This is an optimization exercise on Yosys and OpenROAD, whose aim is small area, a short achievable clock period and few clock cycles, not a production implementation. The RTL was checked by simulation tests, not by an equivalence proof against the original design. Power figures rest on the tool's default switching activity, not on a simulated workload.

### flow/flow/run.sh
#!/bin/bash
# The standard layout (standard.sh: the standard flow's synthesis and ORFS flow), with one
# change: the buffers that ORFS puts on the input and output ports are buf_1
# cells instead of the cell buffer_ports picks by default (clkdlybuf4s50_1).
set -e
export BUFFER_PORTS_ARGS="-buffer_cell sky130_fd_sc_hd__buf_1"
bash standard.sh > standard.log 2>&1
### flow/constraint.sdc
create_clock -name core_clock -period 55.0 [get_ports {clk}]
set_input_delay 11.0000 -clock core_clock [delete_from_list [all_inputs] [get_ports {clk}]]
set_output_delay 11.0000 -clock core_clock [all_outputs]
set_load 0.01 [all_outputs]
### flow/design.v
module anaModul
    (
    input   [31:0] sayi1,
    input   [31:0] sayi2,
    input   [2:0] tur,
    input   basla,
    input   clk,
    input   rst,
    output  [63:0] sonuc,
    output  hazir,
    output  gecerli,
    output  tasma
    );
    localparam K = 2;            
    localparam MSTEPS = (32 % K == 0) ? 32 : 33;
    localparam SREM = 16 % K;    
    reg        busy;
    reg [2:0]  op;
    reg [5:0]  cnt;              
    reg [63:0] P;
    reg [31:0] X;
    reg        gec, tas;
    wire op_add = (op == 3'd0);
    wire op_sub = (op == 3'd1);
    wire op_mul = (op == 3'd2);
    wire op_div = (op == 3'd3);
    wire op_sqr = (op == 3'd4);
    reg [31:0] hi, lo;
    reg [15:0] q, q1;
    reg [32:0] s;
    reg [33:0] a, b, sum;
    reg        ci, ge, ovf, neg;
    reg        rn;               
    reg [32:0] s0;               
    reg        ge0;
    integer i;
    wire dfirst = op_div & (cnt == 6'd0);
    wire skip32 = 1'b0;
    wire skip   = dfirst & (|X[31:24]);
    wire skip16 = dfirst & ~(|X[31:24]) & (|X[23:16]);
    always @* begin
        hi  = skip32 ? P[31:0] : skip ? {8'd0, P[31:8]} : skip16 ? {16'd0, P[31:16]} :
              (cnt == 6'd0) ? 32'd0 : P[63:32];
        lo  = skip32 ? 32'd0 : skip ? {P[7:0], 24'd0} : skip16 ? {P[15:0], 16'd0} : P[31:0];
        q   = (cnt == 6'd0) ? 16'd0 : X[15:0];
        ovf = 1'b0;
        neg = rn & (cnt != 6'd0);
        for (i = 0; i < K; i = i + 1) begin
            if (op_mul)
                a = {2'b0, hi};
            else if (i == 0 && (op_add | op_sub))
                a = {2'b0, lo};
            else
                a = {neg & op_div, hi, lo[31] & (cnt + i < 32)};
            if (op_mul)
                b = lo[0] ? {2'b0, X} : 34'd0;
            else if (op_sqr)
                b = ~{16'd0, q, ~lo[30]};
            else if (op_add | (op_div & neg))
                b = {2'b0, X};
            else
                b = ~{2'b0, X};
            ci  = ~(op_mul | op_add | (op_div & neg));
            sum = a + b + {33'd0, ci};
            s   = sum[32:0];
            ge  = ~sum[33];
            if (i == 0) begin s0 = s; ge0 = ge; end
            ovf = ovf | (lo[31] & (cnt + i >= 32));
            if (op_mul) begin
                hi = s[32:1];
                lo = {s[0], lo[31:1]};
            end else if (op_sqr) begin
                hi = {12'd0, ge ? {s[18:0], ~lo[30]} : {a[18:0], lo[30]}};
                lo = {lo[29:0], 2'b00};
                q  = {q[14:0], ge};
                if (i == SREM - 1) q1 = q;
            end else begin
                hi  = s[31:0];
                neg = ~ge;
                lo  = {lo[30:0], ge};
            end
        end
    end
    wire [5:0] cnt_n = (skip32 ? 6'd32 : skip ? 6'd24 : skip16 ? 6'd16 : cnt) + K;
    wire last = op_mul ? (cnt_n == MSTEPS) : op_div ? (cnt_n == 6'd48) : (cnt_n >= 6'd16);
    wire [15:0] qfin = (SREM == 0) ? q : q1;
    wire done = !(op_mul | op_div | op_sqr) || (op_div && X == 32'd0) || last;
    wire busy_n = rst ? 1'b0 : busy ? ~done : basla;
    reg  hazir_q;                
    always @(posedge clk) begin
        busy    <= busy_n;
        hazir_q <= ~busy_n;
    end
    always @(posedge clk) begin
        if (!busy) begin
            op  <= tur;
            cnt <= 6'd0;
            X   <= sayi2;
            if (basla)
                P[31:0] <= sayi1;
        end else begin
            cnt <= cnt_n;
            case (op)
            3'd0: begin
                P <= {15'd0, s0, 16'd0};
                gec <= 1'b1; tas <= 1'b0;
            end
            3'd1: begin
                P <= {{16{~ge0}}, s0[31:0], 16'd0};
                gec <= 1'b1; tas <= ~ge0;
            end
            3'd2: begin
                P <= {hi, lo};
                gec <= 1'b1; tas <= 1'b0;
            end
            3'd3: begin
                if (X == 32'd0) begin
                    P <= 64'd0; gec <= 1'b0; tas <= 1'b0;
                end else begin
                    rn <= neg;
                    if (cnt == 6'd0) tas <= 1'b0;
                    if (ovf) tas <= 1'b1;
                    gec <= 1'b1;
                    P <= last ? {16'd0, lo, 16'd0} : {hi, lo};
                end
            end
            3'd4: begin
                X[15:0] <= q;
                P <= last ? {24'd0, qfin, 24'd0} : {hi, lo};
                gec <= 1'b1; tas <= 1'b0;
            end
            default: begin
                P <= 64'd0; gec <= 1'b0; tas <= 1'b0;
            end
            endcase
        end
    end
    assign sonuc   = P;
    assign hazir   = hazir_q;
    assign gecerli = gec;
    assign tasma   = tas;
endmodule
### flow/standard.sh
#!/bin/bash
# synth_recipe.tcl (not shown) runs the flow's synth.tcl, then flattens the netlist and writes it again
# the make line also repeats each setting of config.mk as NAME=value (left out here)
make -C /OpenROAD-flow-scripts/flow DESIGN_CONFIG=/design/flow/config.mk WORK_HOME=/design/flow/orfs CLKGATE_MAP_FILE= SYNTH_SCRIPT=/design/flow/synth_recipe.tcl "${@:-finish}"
### flow/config.mk
export PLATFORM = sky130hd
export DESIGN_NAME = anaModul
export DESIGN_NICKNAME = anaModul
export VERILOG_FILES = /design/flow/design.v
export SDC_FILE = /design/flow/constraint.sdc
export NUM_CORES = 4
export LEC_CHECK = 0
export CAP_MARGIN = 20
export CORE_MARGIN = 2
export CORE_UTILIZATION = 40
export SLEW_MARGIN = 20
==> summary.txt, run 1 <==
Cells and area
  • Layout fillers: 3224
  • Finished Cell Area: 13900 sq um
  • Synth-to-Final Area Change: 8.04%
  • Final nets: 1836
  • Proportion of layout cells with a drive suffix above 1: 6.40%
  • Leading cell type in the layout, fill and taps excluded: nand2_1
  • ANT cells: 0
  • Area of the multi-input gates: 9060 sq um
  • Commonest cells after routing, fill and taps aside: nand2_1, nor2_1, a21oi_1
  • FF+latch area: 3220 sq um

CTS
  • Worst-path clk slew: 0.08 ns
  • Post-cts sizing count: 0
  • Setup bufs post-CTS: 0
  • Worst skew pair latency: 0.39 ns
  • Number of buffers created by CTS: 9
  • Root Buffer: clkbuf_16
  • Clk sink count: 110
  • Hold buffers post-CTS: 0
  • CTS tree: built
  • CTS H-Tree Depth: 3
  • CTS max path bufs: 2

Setup path
  • Max FO, Critical Path: 9
  • Setup CP Type: reg -> out
  • Crit path max-delay family: flip-flops
  • Crit path DAT: 1.26 ns
  • Crit-path slowest cell: edfxtp_1
  • Worst EP required: 44.00 ns
  • Crit path launch type: flop
  • Reg2reg path depth: 30
  • CP cell instances: buf_1
  • Slowest stage delay, CP: 0.67 ns
  • Crit. End Element: output port
  • Worst path buffer plus inverter count: 1
  • CP Depth: 1

Synth
  • Yosys reg bits: 110
  • Post-synthesis mux area share: 3.10%
  • Async SR Flop Fraction: 0%
  • EDFF count, synth: 102
  • Syn nets: 1791
  • Top cells by area, synth: edfxtp_1, ha_1, nand2_1, a21oi_1, nor2_1
  • Synth Area in Compound Gates: 37.6%
  • Largest family of logic cells by synthesized area: compound AO/OA/AOI/OAI gates
  • Synth Area in Adders: 6.92%
  • Yosys top cell by area: edfxtp_1
  • Synth Cell Area: 12900 sq um
  • Yosys warnings: 1
  • Synth unique cells: 89
  • Top FF cell, synth: edfxtp_1
  • Sequential area share after synthesis: 25.0%
  • XOR/XNOR Fraction of Synth Area: 4.47%
  • Simple-gate share of the synthesized area: 17.7%
  • Syn_area_per_cell: 7.81 sq um
  • Area share of the largest cell type after synthesis: 23.7%
  • Post-synthesis cell count: 1652

Global routing
  • Initial antenna violation count: 0
  • Global-route usage over all layers: 35.4%
  • Vias in the first global route: 13153
  • GR Overflow Total: 0
  • Pin count of the biggest net entering global routing: 72
  • First-pass GRT wire length: 88.3 mm

Timing
  • Endpoints failing setup: 0
  • Final WS setup: 42.74 ns
  • Fmax: 81.6 MHz
  • RSZ-0062 raised after global routing: false
  • Clk_skew: 0.0158 ns
  • Worst slew pin tran: 1.14 ns
  • Final Hold Viols: 0
  • Slew Viols, Final: 0
  • Final period utilization: 22.3%
  • Worst slew margin: 23.7%
  • Post-route setup TNS: 0 ns
  • Post-route minimum period: 12.26 ns

Floorplanning
  • Core area: 31600 sq um
  • Chip width: 184 microns
  • Die ar.: 33700 sq um
  • Die Ht: 184 microns
  • Rows: 65
  • Initial Utilization: 40.8%
  • I/O Pins: 137

Pwr
  • VDD IR max: 35.4 uV
  • Pwr Total: 0.000779 W
  • PD cells: 55.8 nW/um^2
  • Leakage power: 5.12 nW

Detailed routing
  • Initial DRC count: 2057
  • Drt wl/cell: 29.1 microns
  • Number of remaining DRC errors: 0
  • Vias per cell: 6.99
  • Routed vias: 14701
  • Routed wire length: 61.2 mm
  • Routed Antenna Nets: 0
  • Pre-antenna DRT Iters: 9

Outcome
  • Status: finished clean

Place
  • I/O Buffers: 136
  • Placement Setup Slack: 43.03 ns
  • DP Area: 13600 sq um
  • DPL Wire Length: 45.7 mm
  • RD Place Congestion: 1.05

Worst hold path
  • Min-delay worst type: reg -> reg
  • Depth of the worst hold-timing path: 1

Flow run
  • Max Cap Viol: 0
kinds of logic (layout without fill, tap and decap cells):
logic type	count (synthesis)	count (layout)
AOI/OAI and AO/OA	697	697
xor gates and xnor gates	65	65
adders and majority gates	69	69
buffers and inverters	164	214
DFF	110	110
muxes	38	38
and+or+nand+nor	509	509
worst register-to-register path, delay by kind of cell, from the launching register on:
kind                     cells  cell delay, ns
AO/OA/AOI/OAI               16            5.43
adder cells (fa/ha/maj)      2            0.54
buffers and inverters        4            1.82
flip-flops                   1            0.76
AND/OR/NAND/NOR              8            3.32
synth_stat cells, types with 34 or more instances:
cell type,number
a211oi_1,51
a21oi_1,137
a22o_1,43
a22oi_1,51
clkbuf_1,97
edfxtp_1,102
ha_1,65
nand2_1,192
nor2_1,175
o21ai_0,113
o22ai_1,34
xnor2_1,40
state kept, by name (all words and copies together) (netlist names):
signal	flops
tas	1
X	32
P	64
op	3
hazir_q	1
busy	1
gec	1
rn	1
cnt	6
where the power goes:
part	internal, W	total (W)	switching (W)
logic	0.000199	0.000574	0.000375
registers	0.000113	0.000135	0.0000227
clock network	0.0000329	0.0000694	0.0000364
total	0.000345	0.000779	0.000434
per-layer routing:
| metal | up-vias | GRT usage [%] | share of wire, % |
|---|---|---|---|
| li1 | 6475 | - | - |
| met1 | 6982 | 48.2 | 40 |
| met2 | 1078 | 51.2 | 41 |
| met3 | 166 | 8.14 | 12 |
| met4 | 0 | 20.5 | 6.6 |
| met5 | - | 0 | 0 |
path summary, 6_finish.rpt:
kind                     start  slack (ns)                end
max             P[1]$_DFFE_PP_       42.74           sonuc[1]
min          cnt[1]$_SDFF_PN0_        0.50  cnt[1]$_SDFF_PN0_
max reg2reg    op[0]$_DFFE_PN_       42.87    P[46]$_DFFE_PP_
min reg2reg  cnt[1]$_SDFF_PN0_        0.50  cnt[1]$_SDFF_PN0_
per-stage QoR:
| step | hold slack (ns) | utilization [%] | std cells |
|---|---|---|---|
| 6_report | 0.500 | 44.1 | 2104 |
| 5_1_grt | 0.522 | 44.1 | 2104 |
| 4_1_cts | 0.503 | 44.1 | 2103 |
| 3_5_place_dp | 0.483 | 43.1 | 2087 |
| 3_3_place_gp | 0.476 | 43.1 | 2087 |
| 2_1_floorplan | 0.444 | - | 1652 |
area by class of cell:
| class | instances | area share [%] |
|---|---|---|
| Multi-Input combinational cell | 1378 | 65.0 |
| Clock inverter | 6 | 0.386 |
| Inverter | 30 | 0.807 |
| Tap cell | 402 | 3.61 |
| Clock buffer | 10 | 1.71 |
| Sequential cell | 110 | 23.1 |
| Timing Repair Buffer | 168 | 5.38 |
Testbench counts, summed over its fixed seeds: cycles 14,759.
==> run 2: changes to the inputs <==
--- a/flow/design.v
+++ b/flow/design.v
@@ -38,10 +38,11 @@
     wire skip32 = 1'b0;
     wire skip   = dfirst & (|X[31:24]);
     wire skip16 = dfirst & ~(|X[31:24]) & (|X[23:16]);
+    wire sskip  = op_sqr & (cnt == 6'd0) & ~(|P[31:16]);
     always @* begin
         hi  = skip32 ? P[31:0] : skip ? {8'd0, P[31:8]} : skip16 ? {16'd0, P[31:16]} :
               (cnt == 6'd0) ? 32'd0 : P[63:32];
-        lo  = skip32 ? 32'd0 : skip ? {P[7:0], 24'd0} : skip16 ? {P[15:0], 16'd0} : P[31:0];
+        lo  = skip32 ? 32'd0 : skip ? {P[7:0], 24'd0} : (skip16 | sskip) ? {P[15:0], 16'd0} : P[31:0];
         q   = (cnt == 6'd0) ? 16'd0 : X[15:0];
         ovf = 1'b0;
         neg = rn & (cnt != 6'd0);
@@ -81,7 +82,7 @@
             end
         end
     end
-    wire [5:0] cnt_n = (skip32 ? 6'd32 : skip ? 6'd24 : skip16 ? 6'd16 : cnt) + K;
+    wire [5:0] cnt_n = (skip32 ? 6'd32 : skip ? 6'd24 : skip16 ? 6'd16 : sskip ? 6'd8 : cnt) + K;
     wire last = op_mul ? (cnt_n == MSTEPS) : op_div ? (cnt_n == 6'd48) : (cnt_n >= 6'd16);
     wire [15:0] qfin = (SREM == 0) ? q : q1;
     wire done = !(op_mul | op_div | op_sqr) || (op_div && X == 32'd0) || last;
==> summary.txt, run 2 <==
Synth
  • Yosys reg bits: 110 (unchanged)
  • Async SR Flop Fraction: 0% (unchanged)
  • Syn_area_per_cell: 7.85 sq um (was 7.81 sq um)
  • Synth Cell Area: 13300 sq um (was 12900 sq um)
  • Syn nets: 1830 (was 1791)
  • Sequential area share after synthesis: 24.3% (was 25.0%)
  • EDFF count, synth: 102 (unchanged)
  • Post-synthesis cell count: 1691 (was 1652)
  • Post-synth top cells: nor2_1, nand2_1, a21oi_1 (was nand2_1, nor2_1, a21oi_1)
  • Count leader, synth: nor2_1 (was nand2_1)
  • Top FF cell, synth: edfxtp_1 (unchanged)
  • Yosys warnings: 1 (unchanged)
  • Yosys top cell by area: edfxtp_1 (unchanged)
  • Synth unique cells: 96 (was 89)
  • Area share of the largest cell type after synthesis: 23.1% (was 23.7%)
  • Top cells by area, synth: edfxtp_1, ha_1, nor2_1, a21oi_1, nand2_1 (was edfxtp_1, ha_1, nand2_1, a21oi_1, nor2_1)

Timing
  • Clk_skew: 0.0115 ns (was 0.0158 ns)
  • Worst slew margin: 17.0% (was 23.7%)
  • Final WS setup: 42.70 ns (was 42.74 ns)
  • Post-route setup TNS: 0 ns (unchanged)
  • RSZ-0062 raised after global routing: false (unchanged)
  • Post-route minimum period: 12.30 ns (was 12.26 ns)
  • Final Hold Viols: 0 (unchanged)
  • Slew Viols, Final: 0 (unchanged)
  • Final period utilization: 22.4% (was 22.3%)
  • Worst slew pin tran: 1.24 ns (was 1.14 ns)
  • Fmax: 81.3 MHz (was 81.6 MHz)
  • Endpoints failing setup: 0 (unchanged)

Floorplanning
  • Die Ht: 186 microns (was 184 microns)
  • Core area: 32600 sq um (was 31600 sq um)
  • Die ar.: 34600 sq um (was 33700 sq um)
  • Initial Utilization: 40.7% (was 40.8%)
  • I/O Pins: 137 (unchanged)
  • Rows: 66 (was 65)
  • Chip width: 186 microns (was 184 microns)

Detailed routing
  • Pre-antenna DRT Iters: 7 (was 9)
  • Number of remaining DRC errors: 0 (unchanged)
  • Initial DRC count: 2730 (was 2057)
  • Routed vias: 15373 (was 14701)
  • Routed Antenna Nets: 0 (unchanged)
  • Vias per cell: 7.06 (was 6.99)
  • Top sig layer: met5 (was met4)
  • Met1 WL: 25.2 mm (was 24.3 mm)
  • WL met2: 25.7 mm (was 25.4 mm)
  • WL met3: 8.24 mm (was 7.47 mm)
  • Routed wire length: 63.4 mm (was 61.2 mm)
  • Drt wl/cell: 29.1 microns (about the same)

Place
  • Placement Setup Slack: 42.93 ns (was 43.03 ns)
  • DPL Wire Length: 47.2 mm (was 45.7 mm)
  • RD Place Congestion: 1.07 (was 1.05)
  • I/O Buffers: 136 (unchanged)
  • DP Area: 14000 sq um (was 13600 sq um)

Setup path
  • Slowest stage delay, CP: 0.71 ns (was 0.67 ns)
  • Crit path launch type: flop (unchanged)
  • Reg2reg end: X[0]$_DFFE_PP_ (was P[46]$_DFFE_PP_)
  • Crit path DAT: 1.30 ns (was 1.26 ns)
  • Max FO, Critical Path: 8 (was 9)
  • Reg2reg path depth: 28 (was 30)
  • FF-to-FF Start: P[17]$_DFFE_PP_ (was op[0]$_DFFE_PN_)
  • Worst EP required: 44.00 ns (about the same)
  • CP cell instances: buf_1 (unchanged)
  • Worst path buffer plus inverter count: 1 (unchanged)
  • Setup CP Type: reg -> out (unchanged)
  • Crit. End Element: output port (unchanged)
  • Crit path max-delay family: flip-flops (unchanged)
  • Crit-path slowest cell: edfxtp_1 (unchanged)
  • FF-to-FF setup slack: 43.65 ns (was 42.87 ns)

CTS
  • CTS tree: built (unchanged)
  • Worst skew pair latency: 0.39 ns (about the same)
  • CTS H-Tree Depth: 3 (unchanged)
  • Clk sink count: 110 (unchanged)
  • Root Buffer: clkbuf_16 (unchanged)
  • Setup bufs post-CTS: 0 (unchanged)
  • Worst-path clk slew: 0.09 ns (was 0.08 ns)
  • Post-cts sizing count: 0 (unchanged)
  • Number of buffers created by CTS: 9 (unchanged)
  • CTS max path bufs: 2 (unchanged)
  • Hold buffers post-CTS: 0 (unchanged)

Global routing
  • Global-route usage over all layers: 35.9% (was 35.4%)
  • GR Overflow Total: 0 (unchanged)
  • Initial antenna violation count: 1 (was 0)
  • Pin count of the biggest net entering global routing: 82 (was 72)
  • Vias in the first global route: 13445 (was 13153)
  • First-pass GRT wire length: 91.0 mm (was 88.3 mm)

Worst hold path
  • Hold endpoint: cnt[0]$_SDFF_PN0_ (was cnt[1]$_SDFF_PN0_)
  • Min-delay src: cnt[0]$_SDFF_PN0_ (was cnt[1]$_SDFF_PN0_)
  • Min-delay worst type: reg -> reg (unchanged)
  • Depth of the worst hold-timing path: 1 (unchanged)

Cells and area
  • Layout fillers: 3356 (was 3224)
  • Final nets: 1868 (was 1836)
  • Area of the multi-input gates: 9390 sq um (was 9060 sq um)
  • Finished Cell Area: 14300 sq um (was 13900 sq um)
  • Flip-flop count of the largest register after layout: 64 (unchanged)
  • Largest reg by FF count: P (unchanged)
  • Leading cell type in the layout, fill and taps excluded: nor2_1 (was nand2_1)
  • Synth-to-Final Area Change: 7.84% (was 8.04%)
  • Commonest cells after routing, fill and taps aside: nor2_1, nand2_1, a21oi_1 (was nand2_1, nor2_1, a21oi_1)
  • ANT cells: 0 (unchanged)
  • Proportion of layout cells with a drive suffix above 1: 6.86% (was 6.40%)
  • FF+latch area: 3220 sq um (unchanged)
  • Largest regs: P x64, X x32, cnt x6 (unchanged)

Pwr
  • PD cells: 56.5 nW/um^2 (was 55.8 nW/um^2)
  • VDD IR max: 21.2 uV (was 35.4 uV)
  • Leakage power: 5.22 nW (was 5.12 nW)

Flow run
  • Max Cap Viol: 0 (unchanged)

Outcome
  • Status: finished clean (unchanged)
-- run 2: cell types whose count changed in the layout (fill, tap and decap cells not counted), sizes merged, moves of 8 or more --
| cell | previous run | this run |
|---|---|---|
| o21a | 20 | 12 |
| and2 | 15 | 7 |
| a22oi | 52 | 39 |
| nand3 | 23 | 35 |
| o2bb2ai | 30 | 21 |
| a221oi | 27 | 38 |
| nor2 | 177 | 200 |
| a222oi | 9 | 17 |
| o21ai | 127 | 113 |
| o22ai | 34 | 47 |
| nand2 | 192 | 166 |
| nor3 | 19 | 39 |
| mux2i | 22 | 35 |
-- run 2: logic make-up (layout without fill, tap and decap cells) --
kind of cell / after synthesis / in the layout / synth area share [%]
compound gates: 692 / 692 / 36.9
mux: 54 / 54 / 4.28
flops: 110 / 110 / 24.3
buf+inv: 172 / 215 / 5.31
simple gates: 534 / 534 / 18.5
xor+xnor: 60 / 60 / 3.96
fa+ha+maj: 69 / 69 / 6.73
-- run 2: final cells by class --
cell class,count,area share [%]
clock inverter,6,0.367
sequential,110,22.5
timing repair buffer,167,5.19
inverter,32,0.839
clock buffer,10,1.60
tap,442,3.86
multi-input combinational,1409,65.6
-- run 2: worst max path at each step --
| stage | cells past startpoint | start | to |
|---|---|---|---|
| after floorplan | 2 | basla | P[0]$_DFFE_PP_ |
| after global placement | 3 | basla | P[5]$_DFFE_PP_ |
| after detailed placement | 3 | basla | P[5]$_DFFE_PP_ |
| after CTS | 1 | P[1]$_DFFE_PP_ | sonuc[1] |
| after global routing | 1 | P[3]$_DFFE_PP_ | sonuc[3] |
| final | 1 | P[1]$_DFFE_PP_ | sonuc[1] |
-- run 2: stage by stage --
step	total power, W	utilization, %	instances	hold WS (ns)
finish	0.000809	43.9	2176	0.580
detailed placement	0.000713	43.0	2160	0.559
global route	0.000849	43.9	2176	0.587
CTS	0.000783	43.8	2176	0.575
floorplan	0.000529	-	1691	0.525
global placement	0.000710	43.0	2160	0.540
-- run 2: power by group --
part / internal [W] / switching (W) / leakage (nW)
clock: 0.0000316 / 0.0000374 / 0.138
sequential: 0.000113 / 0.0000268 / 1.09
combinational: 0.000204 / 0.000395 / 4.00
total: 0.000349 / 0.000459 / 5.22
-- run 2: per-layer routing --
metal	vias up	GRT usage [%]
met2	1226	51.4
met4	2	20.1
met5	-	0
met1	7252	49.7
met3	223	8.16
li1	6670	-
Testbench counts of run 2, summed over its fixed seeds: cycles 14,587.
==> run 3: changes to the inputs <==
==> flow/run.sh (new file) <==
#!/bin/bash
# synth_recipe.tcl (not shown) runs the flow's synth.tcl, then flattens the netlist and writes it again
# the make line also repeats each setting of config.mk as NAME=value (left out here)
make -C /OpenROAD-flow-scripts/flow DESIGN_CONFIG=/design/flow/config.mk WORK_HOME=/design/flow/orfs CLKGATE_MAP_FILE= SYNTH_SCRIPT=/design/flow/synth_recipe.tcl finish
removed: flow/flow/run.sh
removed: flow/standard.sh
==> summary.txt, run 3 <==
Synth
  • Yosys reg bits: 110 (unchanged)
  • Syn_area_per_cell: 7.85 sq um (unchanged)
  • Area share of the largest cell type after synthesis: 23.1% (unchanged)
  • Post-synth top cells: nor2_1, nand2_1, a21oi_1 (unchanged)
  • Top FF cell, synth: edfxtp_1 (unchanged)
  • Async SR Flop Fraction: 0% (unchanged)
  • Sequential area share after synthesis: 24.3% (unchanged)
  • Synth Cell Area: 13300 sq um (unchanged)
  • Synth unique cells: 96 (unchanged)
  • Post-synthesis cell count: 1691 (unchanged)
  • Yosys warnings: 1 (unchanged)
  • Yosys top cell by area: edfxtp_1 (unchanged)
  • EDFF count, synth: 102 (unchanged)
  • Count leader, synth: nor2_1 (unchanged)
  • Top cells by area, synth: edfxtp_1, ha_1, nor2_1, a21oi_1, nand2_1 (unchanged)
  • Syn nets: 1830 (unchanged)

Floorplanning
  • Rows: 66 (unchanged)
  • Die Ht: 186 microns (unchanged)
  • Die ar.: 34600 sq um (unchanged)
  • Chip width: 186 microns (unchanged)
  • Core area: 32600 sq um (unchanged)
  • I/O Pins: 137 (unchanged)
  • Initial Utilization: 40.7% (unchanged)

Detailed routing
  • Number of remaining DRC errors: 0 (unchanged)
  • Vias per cell: 7.04 (was 7.06)
  • Routed Antenna Nets: 0 (unchanged)
  • Routed vias: 15344 (was 15373)
  • Drt wl/cell: 29.9 microns (was 29.1 microns)
  • Pre-antenna DRT Iters: 6 (was 7)
  • Routed wire length: 65.3 mm (was 63.4 mm)
  • Initial DRC count: 2605 (was 2730)

CTS
  • Worst-path clk slew: 0.09 ns (about the same)
  • CTS max path bufs: 2 (unchanged)
  • Root Buffer: clkbuf_16 (unchanged)
  • Number of buffers created by CTS: 9 (unchanged)
  • CTS H-Tree Depth: 3 (unchanged)
  • Post-cts sizing count: 0 (unchanged)
  • Setup bufs post-CTS: 0 (unchanged)
  • CTS tree: built (unchanged)
  • Clk sink count: 110 (unchanged)
  • Worst skew pair latency: 0.41 ns (was 0.39 ns)
  • Hold buffers post-CTS: 0 (unchanged)

Cells and area
  • Proportion of layout cells with a drive suffix above 1: 7.13% (was 6.86%)
  • Commonest cells after routing, fill and taps aside: nor2_1, nand2_1, a21oi_1 (unchanged)
  • ANT cells: 0 (unchanged)
  • Synth-to-Final Area Change: 14.7% (was 7.84%)
  • Final Non-Filler Cells: 2180 (was 2176)
  • Finished Cell Area: 15200 sq um (was 14300 sq um)
  • Largest reg by FF count: P (unchanged)
  • Layout fillers: 3212 (was 3356)
  • Flip-flop count of the largest register after layout: 64 (unchanged)
  • Core Util, Final: 46.6% (was 43.9%)
  • Final nets: 1872 (was 1868)
  • Largest regs: P x64, X x32, cnt x6 (unchanged)
  • Leading cell type in the layout, fill and taps excluded: nor2_1 (unchanged)

Setup path
  • Crit-path slowest cell: edfxtp_1 (unchanged)
  • Setup CP Type: reg -> out (unchanged)
  • Max FO, Critical Path: 8 (unchanged)
  • Crit path launch type: flop (unchanged)
  • Worst path buffer plus inverter count: 1 (unchanged)
  • Crit path DAT: 1.79 ns (was 1.30 ns)
  • FF-to-FF setup slack: 44.22 ns (was 43.65 ns)
  • Worst EP required: 44.00 ns (about the same)
  • Crit. End Element: output port (unchanged)
  • Crit path max-delay family: flip-flops (unchanged)
  • Slowest stage delay, CP: 0.74 ns (was 0.71 ns)
  • CP cell instances: clkdlybuf4s50_1 (was buf_1)

Pwr
  • VDD IR max: 34.3 uV (was 21.2 uV)
  • Leakage power: 5.62 nW (was 5.22 nW)
  • PD cells: 55.3 nW/um^2 (was 56.5 nW/um^2)

Timing
  • Post-route setup TNS: 0 ns (unchanged)
  • RSZ-0062 raised after global routing: false (unchanged)
  • Endpoints failing setup: 0 (unchanged)
  • Post-route minimum period: 12.79 ns (was 12.30 ns)
  • Slew Viols, Final: 0 (unchanged)
  • Worst slew margin: 20.1% (was 17.0%)
  • Clk_skew: 0.0210 ns (was 0.0115 ns)
  • Final Hold Viols: 0 (unchanged)
  • Worst slew pin tran: 1.20 ns (was 1.24 ns)
  • Final period utilization: 23.3% (was 22.4%)
  • Fmax: 78.2 MHz (was 81.3 MHz)

Place
  • Placed cells: 2164 (was 2160)
  • DPL Wire Length: 48.6 mm (was 47.2 mm)
  • DP Area: 14900 sq um (was 14000 sq um)
  • I/O Buffers: 136 (unchanged)
  • RD Place Congestion: 0.991 (was 1.07)

Global routing
  • Initial antenna violation count: 1 (unchanged)
  • Global-route usage over all layers: 37.2% (was 35.9%)
  • Vias in the first global route: 13609 (was 13445)
  • GR Overflow Total: 0 (unchanged)
  • Pin count of the biggest net entering global routing: 80 (was 82)
  • First-pass GRT wire length: 93.8 mm (was 91.0 mm)

Outcome
  • Status: finished clean (unchanged)

Worst hold path
  • Min-delay worst type: reg -> reg (unchanged)

Flow run
  • Max Cap Viol: 0 (unchanged)
==> run 3: cell count changes in the layout (fill, tap and decap cells not counted), moves of 2 or more <==
| cell | change |
|---|---|
| buf_1 | -136 |
| clkinv_4 | -2 |
| buf_4 | +4 |
| clkdlybuf4s50_1 | +136 |
==> run 3: worst paths after layout <==
| check | start | endpoint | depth (start not counted) |
|---|---|---|---|
| max reg2reg | op[2]$_DFFE_PN_ | X[0]$_DFFE_PP_ | 29 |
| min | cnt[1]$_SDFF_PN0_ | cnt[1]$_SDFF_PN0_ | 1 |
| max | P[1]$_DFFE_PP_ | sonuc[1] | 1 |
| min reg2reg | cnt[1]$_SDFF_PN0_ | cnt[1]$_SDFF_PN0_ | 1 |
==> run 3: final cells by class <==
class / instances / area (sq um) / share of cell area [%]
timing repair buffer: 171 / 1620 / 10.7
multi-input combinational: 1409 / 9380 / 61.7
sequential: 110 / 3220 / 21.2
inverter: 32 / 120 / 0.789
tap: 442 / 553 / 3.63
clock buffer: 10 / 250 / 1.64
clock inverter: 6 / 60.1 / 0.395
==> run 3: cells by family after synthesis <==
logic type | share of synthesized area (%)
XOR/XNOR | 3.96
multiplexers | 4.28
AO/OA/AOI/OAI | 36.9
flip-flops | 24.3
adder cells (fa/ha/maj) | 6.73
AND/OR/NAND/NOR | 18.5
buffers and inverters | 5.31
==> run 3: where the power goes <==
part | leakage (nW) | switching (W) | internal, W | total, W
registers | 1.09 | 0.0000272 | 0.000113 | 0.000140
logic | 4.38 | 0.000407 | 0.000219 | 0.000625
clock network | 0.154 | 0.0000403 | 0.0000349 | 0.0000751
==> run 3: metal layers <==
layer	track usage [%]	vias to the layer above	part of all wire, %
li1	-	6677	-
met1	52.0	7300	41
met2	54.2	1161	41
met3	8.96	204	12
met4	16.8	2	5.2
met5	0	-	0.026
==> run 3: per-stage QoR <==
| stage | hold slack [ns] | power [W] | worst slack [ns] |
|---|---|---|---|
| CTS | 0.573 | 0.000811 | 42.31 |
| floorplan | 0.525 | 0.000529 | 42.93 |
| detailed placement | 0.551 | 0.000735 | 42.56 |
| finish | 0.571 | 0.000841 | 42.21 |
| global placement | 0.547 | 0.000731 | 42.18 |
| global route | 0.592 | 0.000878 | 42.24 |

-- re-timing with driven ports --
The results above use ideal ports. As a check the final layouts listed here were re-extracted and re-timed, cells and wires unchanged.
Step 1 sets driving cells, clkbuf_16 on the clock port and buf_2 on the other inputs (assumed; they add their load-dependent delay and slew).
Step 2 moves the port delays by t, midway between the first and last clock arrival at a register: inputs arrive t later, outputs are due t later. That takes back most of the time a late clock gives input paths.
Slacks: ideal ports / drivers / drivers and shift; pairs: ideal ports / drivers.
| run | shift t [ns] | setup WS [ns] | worst setup path at the end | worst register clock-pin slew, ns | cell pins on the clock port's net |
|---|---|---|---|---|---|
| run 1 | 0.433 | 42.738 / 42.685 / 42.872 | register to register | 0.09 / 0.09 | 1 |
| run 2 | 0.441 | 42.696 / 42.643 / 42.919 | input to register | 0.09 / 0.09 | 1 |
| run 3 | 0.448 | 42.211 / 42.159 / 42.555 | input to register | 0.10 / 0.10 | 1 |
After both steps every run listed still meets setup and hold.
